This design comes from an exercise in tuning for small area, a short achievable clock period and few clock cycles on the open sky130 flow, not from production work.
Only simulation tests tie the RTL to the original design; equivalence was not proved.

==> build 39 <==
// FemtoRV32
module FemtoRV32(
   input          clk,
   output [31:0] mem_addr,   
   output [31:0] mem_wdata,  
   output  [3:0] mem_wmask,  
   input  [31:0] mem_rdata,  
   output        mem_rstrb,  
   input         mem_rbusy,  
   input         mem_wbusy,  
   input         reset       
);
export LEC_CHECK = 0
export CAP_MARGIN = 30
export CORE_MARGIN = 2
export CORE_UTILIZATION = 38
export SLEW_MARGIN = 20
export TNS_END_PERCENT = 10
create_clock -name core_clock -period 14.0 [get_ports {clk}]
standard.sh (not shown) runs the stock make flow with config.mk's settings and CLKGATE_MAP_FILE= SYNTH_SCRIPT=/design/flow/synth_recipe.tcl, a recipe that flattens the netlist after the stock synthesis.
==> flow/flow/run.sh <==
#!/bin/bash
# Standard layout, with timing repair aiming well below the 14 ns clock period
# (setup margin 8 ns), so that the achieved period is as short as the design allows.
set -euo pipefail
bash standard.sh SETUP_SLACK_MARGIN=8 finish > standard_make.log 2>&1
==> inputs of build 46, as changes to build 39 <==
--- a/flow/design.v
+++ b/flow/design.v
@@ -6,14 +6,13 @@
    input  [31:0] mem_rdata,  
    output        mem_rstrb,  
    input         mem_rbusy,  
    input         mem_wbusy,  
    input         reset       
 );
-   wire goIn = ~mem_rbusy & ~mem_wbusy;
-   wire go   = goIn & ~lsStall;
+   wire go = ~mem_rbusy & ~mem_wbusy;
    reg         ex;       
    reg         rr;       
    reg         wv;       
    reg  [23:2] pcW;      
    reg  [31:2] instr;
    reg  [31:0] rs1;
@@ -108,33 +107,23 @@
         funct3Is[4] &  bLT  |
         funct3Is[5] & !bLT  |
         funct3Is[6] &  bLTU |
         funct3Is[7] & !bLTU ;
    wire [23:0] PCplusImm = {tgt, 2'b00};
    wire [12:0] lsLo    = {1'b0, rs1[11:0]} + {1'b0, Iimm[11:5], imm5};
-   reg         retry, dirUp;
-   wire        lsStall = exV & (isLoad | isStore | isJALR) & ~retry &
-                         (instr[31] ^ lsLo[12]);
    reg  [11:0] lsHiInc, lsHiDec;
    integer q;
    always @* begin
       for (q = 0; q < 12; q = q + 1) begin
          lsHiInc[q] = rs1[12+q] ^ ((rs1[23:12] & ((12'd1 << q) - 12'd1)) ==
                                    ((12'd1 << q) - 12'd1));
          lsHiDec[q] = rs1[12+q] ^ ((rs1[23:12] & ((12'd1 << q) - 12'd1)) == 12'd0);
       end
    end
-   wire [11:0] lsHi    = retry ? (dirUp ? lsHiInc : lsHiDec) : rs1[23:12];
-   always @(posedge clk) begin
-      if (!reset) begin
-         retry <= 1'b0;
-      end else if (goIn) begin
-         retry <= lsStall;
-         dirUp <= lsLo[12];
-      end
-   end
+   wire [11:0] lsHi    = (instr[31] ^ lsLo[12]) ? (lsLo[12] ? lsHiInc : lsHiDec) :
+                                                  rs1[23:12];
    wire [23:0] loadstore_addr = {lsHi, lsLo[11:0]};
    reg  kill;
    wire exV      = ex & ~kill;     
    wire brTakenNow = exV & isBranch & predicate;
    wire redirect = exV & (isJAL | isJALR) | kill;
    wire exLS     = exV & (isLoad | isStore);
@@ -294,27 +283,25 @@
    wire fetch = (exV & ~exLong) | rCycle | (~ex & ~rr) | kill;
    wire [23:0] pcW4 = {pcW, 2'b00} + 24'd4;
    wire useLS  = exV & (isJALR | isLoad | isStore);
    wire useTgt = exV & isJAL | kill;
    wire [23:0] fetchAddr = useLS ? loadstore_addr : useTgt ? PCplusImm : pcW4;
    assign mem_addr  = {8'b0, fetchAddr};
-   wire lsCand = exV & (isLoad | isStore | isJALR);
-   wire lsOK   = retry | ~(instr[31] ^ lsLo[12]);
-   assign mem_rstrb = goIn & rqWant & (~lsCand | lsOK);
+   assign mem_rstrb = go & rqWant;
    wire mem_byteAccess     = instr[13:12] == 2'b00;
    wire mem_halfwordAccess = instr[13:12] == 2'b01;
    wire [3:0] STORE_wmask =
               mem_byteAccess      ?
                     (loadstore_addr[1] ?
                           (loadstore_addr[0] ? 4'b1000 : 4'b0100) :
                           (loadstore_addr[0] ? 4'b0010 : 4'b0001)
                     ) :
               mem_halfwordAccess ?
                     (loadstore_addr[1] ? 4'b1100 : 4'b0011) :
               4'b1111;
-   assign mem_wmask = {4{goIn & wqWant & lsOK}} & STORE_wmask;
+   assign mem_wmask = {4{go & wqWant}} & STORE_wmask;
    assign mem_wdata = mem_byteAccess     ? {4{rs2[7:0]}}  :
                       mem_halfwordAccess ? {2{rs2[15:0]}} : rs2;
    reg rqWant, wqWant;
    wire exN     = !reset ? 1'b0 : go ? latchDirect | rCycle : ex;
    wire killN   = !reset ? 1'b0 : go ? brTakenNow : kill;
    wire rrN     = !reset ? 1'b0 : go ? latchPark | (rr & ~rCycle) : rr;
Settings changed: CORE_UTILIZATION 38 to 45, TNS_END_PERCENT 10 to not set.
==> results.tsv <==
stage	metric	value	unit
final_layout	layoutNonFillerInstCount	10200	
floorplan	fp.dieW	423	um
status	status	no timing/DRC/antenna violations	
routing	drt_first_pass_iters	14	
final_layout	final_util	54.0	%
the above is filed under build 46

==> results.tsv <==
stage	metric	value	unit
status	status	no timing/DRC/antenna violations	
final_layout	layoutNonFillerInstCount	10400	
critical_path	cp_slowest_cell	clkdlybuf4s50_1	
final_layout	final_util	44.1	%
floorplan	fp.dieW	459	um
critical_path	critPathMaxStageDelay	0.83	ns
routing	drt_first_pass_iters	13	
the above is filed under build 39

Testbench counts of build 39, summed over its fixed seeds: cycles 169,644.
Testbench counts of build 46, summed over its fixed seeds: cycles 169,644.

* * *

==> inputs of juniper <==
==> flow/design.v <==
module FemtoRV32(
   input          clk,
   output [31:0] mem_addr,   
   output [31:0] mem_wdata,  
   output  [3:0] mem_wmask,  
   input  [31:0] mem_rdata,  
   output        mem_rstrb,  
   input         mem_rbusy,  
   input         mem_wbusy,  
   input         reset       
);
   wire go = ~mem_rbusy & ~mem_wbusy;
   reg         ex;       
   reg         rr;       
   reg         wv;       
   reg  [23:2] pcW;      
   reg  [23:2] pcE;      
   reg  [31:2] instr;
   reg  [31:0] rs1;
   reg  [31:0] rs2;
   reg         pend_ld;  
   reg         pend_md;  
   reg   [4:0] prd;      
   reg   [2:0] pf3;      
   reg   [1:0] pa;       
   wire [4:0] rdId = instr[11:7];
   wire [7:0] funct3Is = 8'b00000001 << instr[14:12];
   wire [31:0] Uimm={    instr[31],   instr[30:12], {12{1'b0}}};
   wire [31:0] Iimm={{21{instr[31]}}, instr[30:20]};
   wire [31:0] Simm={{21{instr[31]}}, instr[30:25],instr[11:7]};
   wire [31:0] Bimm={{20{instr[31]}}, instr[7],instr[30:25],instr[11:8],1'b0};
   wire [31:0] Jimm={{12{instr[31]}}, instr[19:12],instr[20],instr[30:21],1'b0};
   wire isLoad    =  (instr[6:2] == 5'b00000);
   wire isALUimm  =  (instr[6:2] == 5'b00100);
   wire isAUIPC   =  (instr[6:2] == 5'b00101);
   wire isStore   =  (instr[6:2] == 5'b01000);
   wire isALUreg  =  (instr[6:2] == 5'b01100);
   wire isLUI     =  (instr[6:2] == 5'b01101);
   wire isBranch  =  (instr[6:2] == 5'b11000);
   wire isJALR    =  (instr[6:2] == 5'b11001);
   wire isJAL     =  (instr[6:2] == 5'b11011);
   wire isALU = isALUimm | isALUreg;
   wire isMD  = isALUreg & instr[25];
   wire [31:0] aluIn1 = rs1;
   wire [31:0] aluIn2 = isALUreg | isBranch ? rs2 : Iimm;
   wire [31:0] aluPlus = aluIn1 + aluIn2;
   wire [32:0] aluMinus = {1'b1, ~aluIn2} + {1'b0,aluIn1} + 33'b1;
   wire        LT  = (aluIn1[31] ^ aluIn2[31]) ? aluIn1[31] : aluMinus[32];
   wire        LTU = aluMinus[32];
   wire        EQ  = (aluIn1 == aluIn2);
   wire [31:0] shifter_in = funct3Is[1] ?
     {aluIn1[ 0], aluIn1[ 1], aluIn1[ 2], aluIn1[ 3], aluIn1[ 4], aluIn1[ 5],
      aluIn1[ 6], aluIn1[ 7], aluIn1[ 8], aluIn1[ 9], aluIn1[10], aluIn1[11],
      aluIn1[12], aluIn1[13], aluIn1[14], aluIn1[15], aluIn1[16], aluIn1[17],
      aluIn1[18], aluIn1[19], aluIn1[20], aluIn1[21], aluIn1[22], aluIn1[23],
      aluIn1[24], aluIn1[25], aluIn1[26], aluIn1[27], aluIn1[28], aluIn1[29],
      aluIn1[30], aluIn1[31]} : aluIn1;
   /*verilator lint_off WIDTH*/
   wire [31:0] shifter =
               $signed({instr[30] & aluIn1[31], shifter_in}) >>> aluIn2[4:0];
   /*verilator lint_on WIDTH*/
   wire [31:0] leftshift = {
     shifter[ 0], shifter[ 1], shifter[ 2], shifter[ 3], shifter[ 4],
     shifter[ 5], shifter[ 6], shifter[ 7], shifter[ 8], shifter[ 9],
     shifter[10], shifter[11], shifter[12], shifter[13], shifter[14],
     shifter[15], shifter[16], shifter[17], shifter[18], shifter[19],
     shifter[20], shifter[21], shifter[22], shifter[23], shifter[24],
     shifter[25], shifter[26], shifter[27], shifter[28], shifter[29],
     shifter[30], shifter[31]};
   wire [31:0] aluOut =
     (funct3Is[0]  ? instr[30] & instr[5] ? aluMinus[31:0] : aluPlus : 32'b0) |
     (funct3Is[1]  ? leftshift                                       : 32'b0) |
     (funct3Is[2]  ? {31'b0, LT}                                     : 32'b0) |
     (funct3Is[3]  ? {31'b0, LTU}                                    : 32'b0) |
     (funct3Is[4]  ? aluIn1 ^ aluIn2                                 : 32'b0) |
     (funct3Is[5]  ? shifter                                         : 32'b0) |
     (funct3Is[6]  ? aluIn1 | aluIn2                                 : 32'b0) |
     (funct3Is[7]  ? aluIn1 & aluIn2                                 : 32'b0) ;
   wire predicate =
        funct3Is[0] &  EQ  |
        funct3Is[1] & !EQ  |
        funct3Is[4] &  LT  |
        funct3Is[5] & !LT  |
        funct3Is[6] &  LTU |
        funct3Is[7] & !LTU ;
   wire [23:0] pcEfull = {pcE, 2'b00};
   wire [23:0] PCplusImm = pcEfull + ( instr[3] ? Jimm[23:0] :
                                   instr[4] ? Uimm[23:0] :
                                              Bimm[23:0] );
   wire [23:0] loadstore_addr = rs1[23:0] +
                   (instr[5] ? Simm[23:0] : Iimm[23:0]);
   wire redirect = ex & (isJAL | isJALR | (isBranch & predicate));
   wire exLS     = ex & (isLoad | isStore);
   wire exLong   = ex & (isLoad | isStore | isMD);   
   reg  [33:0] hi;        
   reg   [5:0] cnt;       
   reg         mdDiv;     
   reg         msA, msB;  
   reg         dsgn;      
   wire mdBusy = |cnt;
   wire mdStart = go & ex & isMD;
   wire mFirst = ~mdBusy;
   wire mLast  = (cnt == 6'd1);
   wire sA = mFirst ? (instr[14:12] == 3'd1) : msA;
   wire signed [32:0] mA = {sA & rs1[31], rs1};
   wire signed [8:0]  mB = {mLast & msB & rs2[7], rs2[7:0]};
   wire signed [41:0] mP = mA * mB;
   wire signed [41:0] mSum = (mFirst ? 42'sd0 : {{8{hi[33]}}, hi}) + mP;
   wire [31:0] dR = hi[31:0];
   wire        dSkip = (cnt[5:3] != 3'd0) & (dR[31:24] == 8'd0) &
                       ({dR[23:0], rs1[31:24]} < rs2);
   wire [32:0] dRs   = {dR, rs1[31]};
   wire [33:0] dDiff = {1'b0, dRs} - {2'b0, rs2};
   wire        dGe   = ~dDiff[33];
   wire dSigned = ~instr[12];
   wire [31:0] dA = dSigned & rs1[31] ? -rs1 : rs1;
   wire [31:0] dB = dSigned & rs2[31] ? -rs2 : rs2;
   wire        dBz = (rs2 == 32'b0);
   always @(posedge clk) begin
      if (!reset) begin
         cnt <= 6'd0;
      end else if (mdStart) begin
         mdDiv <= instr[14];
         msA   <= (instr[14:12] == 3'd1);
         msB   <= (instr[14:12] == 3'd1) | (instr[14:12] == 3'd2);
         dsgn  <= dSigned & (instr[13] ? rs1[31] : (rs1[31] ^ rs2[31]) & ~dBz);
         if (instr[14]) begin
            rs2 <= dB;
            if (dBz) begin
               hi  <= {2'b0, dA};
               rs1 <= 32'hffffffff;
               cnt <= 6'd0;
            end else begin
               hi  <= 34'b0;
               rs1 <= dA;
               cnt <= 6'd32;
            end
         end else begin
            hi  <= mSum[41:8];
            rs2 <= {mSum[7:0], rs2[31:8]};
            cnt <= 6'd3;
         end
      end else if (mdBusy) begin
         if (mdDiv) begin
            if (dSkip) begin
               hi  <= {2'b0, dR[23:0], rs1[31:24]};
               rs1 <= {rs1[23:0], 8'b0};
               cnt <= cnt - 6'd8;
            end else begin
               hi  <= {2'b0, dGe ? dDiff[31:0] : dRs[31:0]};
               rs1 <= {rs1[30:0], dGe};
               cnt <= cnt - 6'd1;
            end
         end else begin
            hi  <= mSum[41:8];
            rs2 <= {mSum[7:0], rs2[31:8]};
            cnt <= cnt - 6'd1;
         end
      end else if (rdOp) begin
         rs1 <= fwd1 ? wbData : rf1;
         rs2 <= fwd2 ? wbData : rf2;
      end
   end
   wire [31:0] divSel = pf3[1] ? dR : rs1;
   wire [31:0] mdResult = mdDiv ? (dsgn ? -divSel : divSel) :
                          (pf3 == 3'd0) ? rs2 : hi[31:0];
   wire ld_byte = pf3[1:0] == 2'b00;
   wire ld_half = pf3[1:0] == 2'b01;
   wire [15:0] LOAD_halfword = pa[1] ? mem_rdata[31:16] : mem_rdata[15:0];
   wire  [7:0] LOAD_byte     = pa[0] ? LOAD_halfword[15:8] : LOAD_halfword[7:0];
   wire LOAD_sign = !pf3[2] & (ld_byte ? LOAD_byte[7] : LOAD_halfword[15]);
   wire [31:0] LOAD_data =
         ld_byte ? {{24{LOAD_sign}},     LOAD_byte} :
         ld_half ? {{16{LOAD_sign}}, LOAD_halfword} :
                   mem_rdata ;
   wire rCycle = rr & ~(pend_md & mdBusy);
   wire [31:0] exResult =
      (isLUI               ? Uimm                 : 32'b0) |
      (isALU               ? aluOut               : 32'b0) |
      (isAUIPC             ? {8'b0, PCplusImm}    : 32'b0) |
      (isJALR   | isJAL    ? {8'b0, pcW, 2'b00}   : 32'b0);    
   wire exWb = ex & ~(isBranch | isStore | isLoad | isMD);
   wire rWb  = rCycle & (pend_ld | pend_md);
   wire wbEn = exWb | rWb;                  
   wire [4:0]  wbRd   = rr ? prd : rdId;
   wire [31:0] wbData = rr ? (pend_ld ? LOAD_data : mdResult) : exResult;
   reg [31:0] registerFile [1:31];
   always @(posedge clk) begin
      if (go & wbEn & (wbRd != 5'd0))
         registerFile[wbRd] <= wbData;
   end
   wire latchDirect = (ex & ~exLong & ~redirect) | (~ex & ~rr & wv);
   wire latchPark   = exLong;
   wire rdOp = go & (latchDirect | rCycle);
   wire [4:0] ri1 = rr ? instr[19:15] : mem_rdata[19:15];
   wire [4:0] ri2 = rr ? instr[24:20] : mem_rdata[24:20];
   wire [31:0] rf1 = (ri1 == 5'd0) ? 32'b0 : registerFile[ri1];
   wire [31:0] rf2 = (ri2 == 5'd0) ? 32'b0 : registerFile[ri2];
   wire fwd1 = wbEn & (wbRd == ri1) & (ri1 != 5'd0);
   wire fwd2 = wbEn & (wbRd == ri2) & (ri2 != 5'd0);
   wire fetch = (ex & ~exLong) | rCycle | (~ex & ~rr);
   wire [23:0] pcW4 = {pcW, 2'b00} + 24'd4;
   wire [23:0] target = isJALR ? {aluPlus[23:1], 1'b0} : PCplusImm;
   wire [23:0] fetchAddr = redirect ? target : pcW4;
   assign mem_addr  = {8'b0, exLS ? loadstore_addr : fetchAddr};
   assign mem_rstrb = go & (fetch | (ex & isLoad));
   wire mem_byteAccess     = instr[13:12] == 2'b00;
   wire mem_halfwordAccess = instr[13:12] == 2'b01;
   wire [3:0] STORE_wmask =
              mem_byteAccess      ?
                    (loadstore_addr[1] ?
                          (loadstore_addr[0] ? 4'b1000 : 4'b0100) :
                          (loadstore_addr[0] ? 4'b0010 : 4'b0001)
                    ) :
              mem_halfwordAccess ?
                    (loadstore_addr[1] ? 4'b1100 : 4'b0011) :
              4'b1111;
   assign mem_wmask = {4{go & ex & isStore}} & STORE_wmask;
   assign mem_wdata[ 7: 0] = rs2[7:0];
   assign mem_wdata[15: 8] = loadstore_addr[0] ? rs2[7:0]  : rs2[15: 8];
   assign mem_wdata[23:16] = loadstore_addr[1] ? rs2[7:0]  : rs2[23:16];
   assign mem_wdata[31:24] = loadstore_addr[0] ? rs2[7:0]  :
                             loadstore_addr[1] ? rs2[15:8] : rs2[31:24];
   always @(posedge clk) begin
      if (!reset) begin
         ex      <= 1'b0;
         rr      <= 1'b0;
         wv      <= 1'b0;
         pend_ld <= 1'b0;
         pend_md <= 1'b0;
         pcW     <= 22'h3fffff;    
      end else if (go) begin
         if (fetch) pcW <= fetchAddr[23:2];
         wv <= fetch;
         if (latchDirect | latchPark) begin
            instr <= mem_rdata[31:2];
            pcE   <= pcW;
         end
         if (latchPark) begin
            prd     <= rdId;
            pf3     <= instr[14:12];
            pa      <= loadstore_addr[1:0];
            pend_ld <= isLoad;
            pend_md <= isMD;
         end else if (rCycle) begin
            pend_ld <= 1'b0;
            pend_md <= 1'b0;
         end
         ex <= latchDirect | rCycle;
         rr <= latchPark | (rr & ~rCycle);
      end
   end
endmodule
==> flow/run.sh <==
#!/bin/bash
# synth_recipe.tcl (not shown) runs the flow's synth.tcl, then flattens the netlist and writes it again
# the make line also repeats each setting of config.mk as NAME=value (left out here)
make -C /OpenROAD-flow-scripts/flow DESIGN_CONFIG=/design/flow/config.mk WORK_HOME=/design/flow/orfs CLKGATE_MAP_FILE= SYNTH_SCRIPT=/design/flow/synth_recipe.tcl finish
==> flow/config.mk <==
export PLATFORM = sky130hd
export DESIGN_NAME = FemtoRV32
export DESIGN_NICKNAME = FemtoRV32
export VERILOG_FILES = /design/flow/design.v
export SDC_FILE = /design/flow/constraint.sdc
export NUM_CORES = 4
export LEC_CHECK = 0
export CAP_MARGIN = 20
export CORE_MARGIN = 2
export CORE_UTILIZATION = 45
export SETUP_SLACK_MARGIN = 0.3
export SLEW_MARGIN = 20
==> flow/constraint.sdc <==
create_clock -name core_clock -period 14.0 [get_ports {clk}]
set_input_delay 2.8000 -clock core_clock [delete_from_list [all_inputs] [get_ports {clk}]]
set_output_delay 2.8000 -clock core_clock [all_outputs]
set_load 0.01 [all_outputs]
==> inputs of indigo, as changes to juniper <==
--- a/flow/design.v
+++ b/flow/design.v
@@ -27,26 +27,44 @@
    wire [7:0] funct3Is = 8'b00000001 << instr[14:12];
    wire [31:0] Uimm={    instr[31],   instr[30:12], {12{1'b0}}};
    wire [31:0] Iimm={{21{instr[31]}}, instr[30:20]};
-   wire [31:0] Simm={{21{instr[31]}}, instr[30:25],instr[11:7]};
    wire [31:0] Bimm={{20{instr[31]}}, instr[7],instr[30:25],instr[11:8],1'b0};
    wire [31:0] Jimm={{12{instr[31]}}, instr[19:12],instr[20],instr[30:21],1'b0};
-   wire isLoad    =  (instr[6:2] == 5'b00000);
-   wire isALUimm  =  (instr[6:2] == 5'b00100);
-   wire isAUIPC   =  (instr[6:2] == 5'b00101);
-   wire isStore   =  (instr[6:2] == 5'b01000);
-   wire isALUreg  =  (instr[6:2] == 5'b01100);
-   wire isLUI     =  (instr[6:2] == 5'b01101);
-   wire isBranch  =  (instr[6:2] == 5'b11000);
-   wire isJALR    =  (instr[6:2] == 5'b11001);
-   wire isJAL     =  (instr[6:2] == 5'b11011);
-   wire isALU = isALUimm | isALUreg;
-   wire isMD  = isALUreg & instr[25];
+   wire [31:2] nI = rr ? instr : mem_rdata[31:2];
+   wire nLoad    = (nI[6:2] == 5'b00000);
+   wire nALUimm  = (nI[6:2] == 5'b00100);
+   wire nStore   = (nI[6:2] == 5'b01000);
+   wire nALUreg  = (nI[6:2] == 5'b01100);
+   wire nBranch  = (nI[6:2] == 5'b11000);
+   wire nMD      = nALUreg & nI[25];
+   reg isLoad, isAUIPC, isStore, isALUreg, isLUI, isBranch, isJALR, isJAL;
+   reg isALU, isMD, aluSub, selRs2, exLongI, exWbI;
+   always @(posedge clk) begin
+      if (rdOp) begin
+         isLoad   <= nLoad;
+         isAUIPC  <= (nI[6:2] == 5'b00101);
+         isStore  <= nStore;
+         isALUreg <= nALUreg;
+         isLUI    <= (nI[6:2] == 5'b01101);
+         isBranch <= nBranch;
+         isJALR   <= (nI[6:2] == 5'b11001);
+         isJAL    <= (nI[6:2] == 5'b11011);
+         isALU    <= nALUimm | nALUreg;
+         isMD     <= nMD;
+         aluSub   <= nBranch | (nALUimm | nALUreg) & (nI[13] & ~nI[14] |
+                     ~nI[14] & ~nI[13] & ~nI[12] & nI[30] & nI[5]);
+         selRs2   <= nALUreg | nBranch;
+         exLongI  <= nLoad | nStore | nMD;
+         exWbI    <= ~(nBranch | nStore | nLoad | nMD);
+      end
+   end
    wire [31:0] aluIn1 = rs1;
-   wire [31:0] aluIn2 = isALUreg | isBranch ? rs2 : Iimm;
-   wire [31:0] aluPlus = aluIn1 + aluIn2;
-   wire [32:0] aluMinus = {1'b1, ~aluIn2} + {1'b0,aluIn1} + 33'b1;
-   wire        LT  = (aluIn1[31] ^ aluIn2[31]) ? aluIn1[31] : aluMinus[32];
-   wire        LTU = aluMinus[32];
+   wire [31:0] aluIn2 = selRs2 ? rs2 :
+                        {Iimm[31:5], isStore ? instr[11:7] : instr[24:20]};
+   wire [32:0] aluSum = {1'b0, aluIn1} + {1'b0, aluIn2 ^ {32{aluSub}}} +
+                        {32'b0, aluSub};
+   wire [31:0] aluPlus = aluSum[31:0];
+   wire        LTU = ~aluSum[32];
+   wire        LT  = (aluIn1[31] ^ aluIn2[31]) ? aluIn1[31] : LTU;
    wire        EQ  = (aluIn1 == aluIn2);
    wire [31:0] shifter_in = funct3Is[1] ?
      {aluIn1[ 0], aluIn1[ 1], aluIn1[ 2], aluIn1[ 3], aluIn1[ 4], aluIn1[ 5],
@@ -68,7 +86,7 @@
      shifter[25], shifter[26], shifter[27], shifter[28], shifter[29],
      shifter[30], shifter[31]};
    wire [31:0] aluOut =
-     (funct3Is[0]  ? instr[30] & instr[5] ? aluMinus[31:0] : aluPlus : 32'b0) |
+     (funct3Is[0]  ? aluPlus                                         : 32'b0) |
      (funct3Is[1]  ? leftshift                                       : 32'b0) |
      (funct3Is[2]  ? {31'b0, LT}                                     : 32'b0) |
      (funct3Is[3]  ? {31'b0, LTU}                                    : 32'b0) |
@@ -87,11 +105,10 @@
    wire [23:0] PCplusImm = pcEfull + ( instr[3] ? Jimm[23:0] :
                                    instr[4] ? Uimm[23:0] :
                                               Bimm[23:0] );
-   wire [23:0] loadstore_addr = rs1[23:0] +
-                   (instr[5] ? Simm[23:0] : Iimm[23:0]);
+   wire [23:0] loadstore_addr = aluPlus[23:0];
    wire redirect = ex & (isJAL | isJALR | (isBranch & predicate));
    wire exLS     = ex & (isLoad | isStore);
-   wire exLong   = ex & (isLoad | isStore | isMD);   
+   wire exLong   = ex & exLongI;   
    reg  [33:0] hi;        
    reg   [5:0] cnt;       
    reg         mdDiv;     
@@ -179,7 +196,7 @@
       (isALU               ? aluOut               : 32'b0) |
       (isAUIPC             ? {8'b0, PCplusImm}    : 32'b0) |
       (isJALR   | isJAL    ? {8'b0, pcW, 2'b00}   : 32'b0);    
-   wire exWb = ex & ~(isBranch | isStore | isLoad | isMD);
+   wire exWb = ex & exWbI;
    wire rWb  = rCycle & (pend_ld | pend_md);
    wire wbEn = exWb | rWb;                  
    wire [4:0]  wbRd   = rr ? prd : rdId;
@@ -194,8 +211,16 @@
    wire rdOp = go & (latchDirect | rCycle);
    wire [4:0] ri1 = rr ? instr[19:15] : mem_rdata[19:15];
    wire [4:0] ri2 = rr ? instr[24:20] : mem_rdata[24:20];
-   wire [31:0] rf1 = (ri1 == 5'd0) ? 32'b0 : registerFile[ri1];
-   wire [31:0] rf2 = (ri2 == 5'd0) ? 32'b0 : registerFile[ri2];
+   reg [31:0] rf1, rf2;
+   integer k;
+   always @* begin
+      rf1 = 32'b0;
+      rf2 = 32'b0;
+      for (k = 1; k < 32; k = k + 1) begin
+         rf1 = rf1 | ({32{ri1 == k}} & registerFile[k]);
+         rf2 = rf2 | ({32{ri2 == k}} & registerFile[k]);
+      end
+   end
    wire fwd1 = wbEn & (wbRd == ri1) & (ri1 != 5'd0);
    wire fwd2 = wbEn & (wbRd == ri2) & (ri2 != 5'd0);
    wire fetch = (ex & ~exLong) | rCycle | (~ex & ~rr);
==> flow/flow/run.sh (new file) <==
#!/bin/bash
# Standard layout, with timing repair aiming well below the 14 ns clock period
# (setup margin 8 ns), so that the achieved period is as short as the design allows.
set -euo pipefail
bash standard.sh SETUP_SLACK_MARGIN=8 finish > standard_make.log 2>&1
==> flow/standard.sh (new file) <==
#!/bin/bash
# synth_recipe.tcl (not shown) runs the flow's synth.tcl, then flattens the netlist and writes it again
# the make line also repeats each setting of config.mk as NAME=value (left out here)
make -C /OpenROAD-flow-scripts/flow DESIGN_CONFIG=/design/flow/config.mk WORK_HOME=/design/flow/orfs CLKGATE_MAP_FILE= SYNTH_SCRIPT=/design/flow/synth_recipe.tcl "${@:-finish}"
--- a/flow/config.mk
+++ b/flow/config.mk
@@ -8,5 +8,4 @@
 export CAP_MARGIN = 20
 export CORE_MARGIN = 2
 export CORE_UTILIZATION = 45
-export SETUP_SLACK_MARGIN = 0.3
 export SLEW_MARGIN = 20
removed: flow/run.sh
==> qor summary <==
Routed length per placed instance: indigo 43.6 µm; juniper 37.0 µm
Run status: indigo no timing/DRC/antenna violations; juniper no timing/DRC/antenna violations
Dpl hpwl: indigo 281000 µm; juniper 277000 µm
Reg2Reg Capture Point: indigo hi[30]; juniper hi[29]
Synth Area in Simple Gates: indigo 12.0%; juniper 14.6%
Number of register bits inferred by synthesis: indigo 1202; juniper 1189
Final Routed Wirelength: indigo 459000 µm; juniper 409000 µm
Critical Path Fanout Max: indigo 8; juniper 23
Initial core utilization: indigo 45.4%; juniper 45.2%
Number of buffers outside the clock class in the layout: indigo 675; juniper 391
Fraction of synthesized area in multiplexers: indigo 2.13%; juniper 11.5%
Fraction of post-synthesis cell area in the top cell type by area: indigo 43.3%; juniper 39.9%
Crit path to: indigo mem_addr[5]; juniper mem_addr[18]
Crit-path slowest cell: indigo sky130_fd_sc_hd__edfxtp_1; juniper sky130_fd_sc_hd__or3b_1
Testbench counts of juniper, summed over its fixed seeds: cycles 164,664.
Testbench counts of indigo, summed over its fixed seeds: cycles 164,664.

[static timing again, ports no longer ideal]
The flow's constraints put no driver on any port. The routed layouts listed below were extracted and timed again, unchanged, in two steps.
Step 1 sets driving cells, clkbuf_16 on the clock port and buf_2 on the other inputs (assumed; they add their load-dependent delay and slew).
Step 2 moves the port delays by t, midway between the first and last clock arrival at a register: inputs arrive t later, outputs are due t later. That takes back most of the time a late clock gives input paths.
Three values: ideal ports, drivers, drivers and shift; two values: the first two.
| run | t, ns | slack for setup (ns) | worst setup path at the end | worst slew at a driven data input, ns | pins driven straight from the clock port |
|---|---|---|---|---|---|
| build 39 | 0.908 | 7.217 / 7.243 / 6.353 | input to register | 0.05 | 1 |
| build 46 | 0.894 | 6.988 / 6.909 / 6.963 | input to register | 0.08 | 1 |
| juniper | 0.895 | 2.457 / 2.364 / 3.260 | register to output | 0.06 | 1 |
| indigo | 0.873 | 6.007 / 5.925 / 6.797 | register to output | 0.06 | 1 |
After both steps every run listed still meets setup and hold. The setup slack of build 39, which loses most, moves by +0.026 ns with the drivers and by -0.864 ns with both steps.
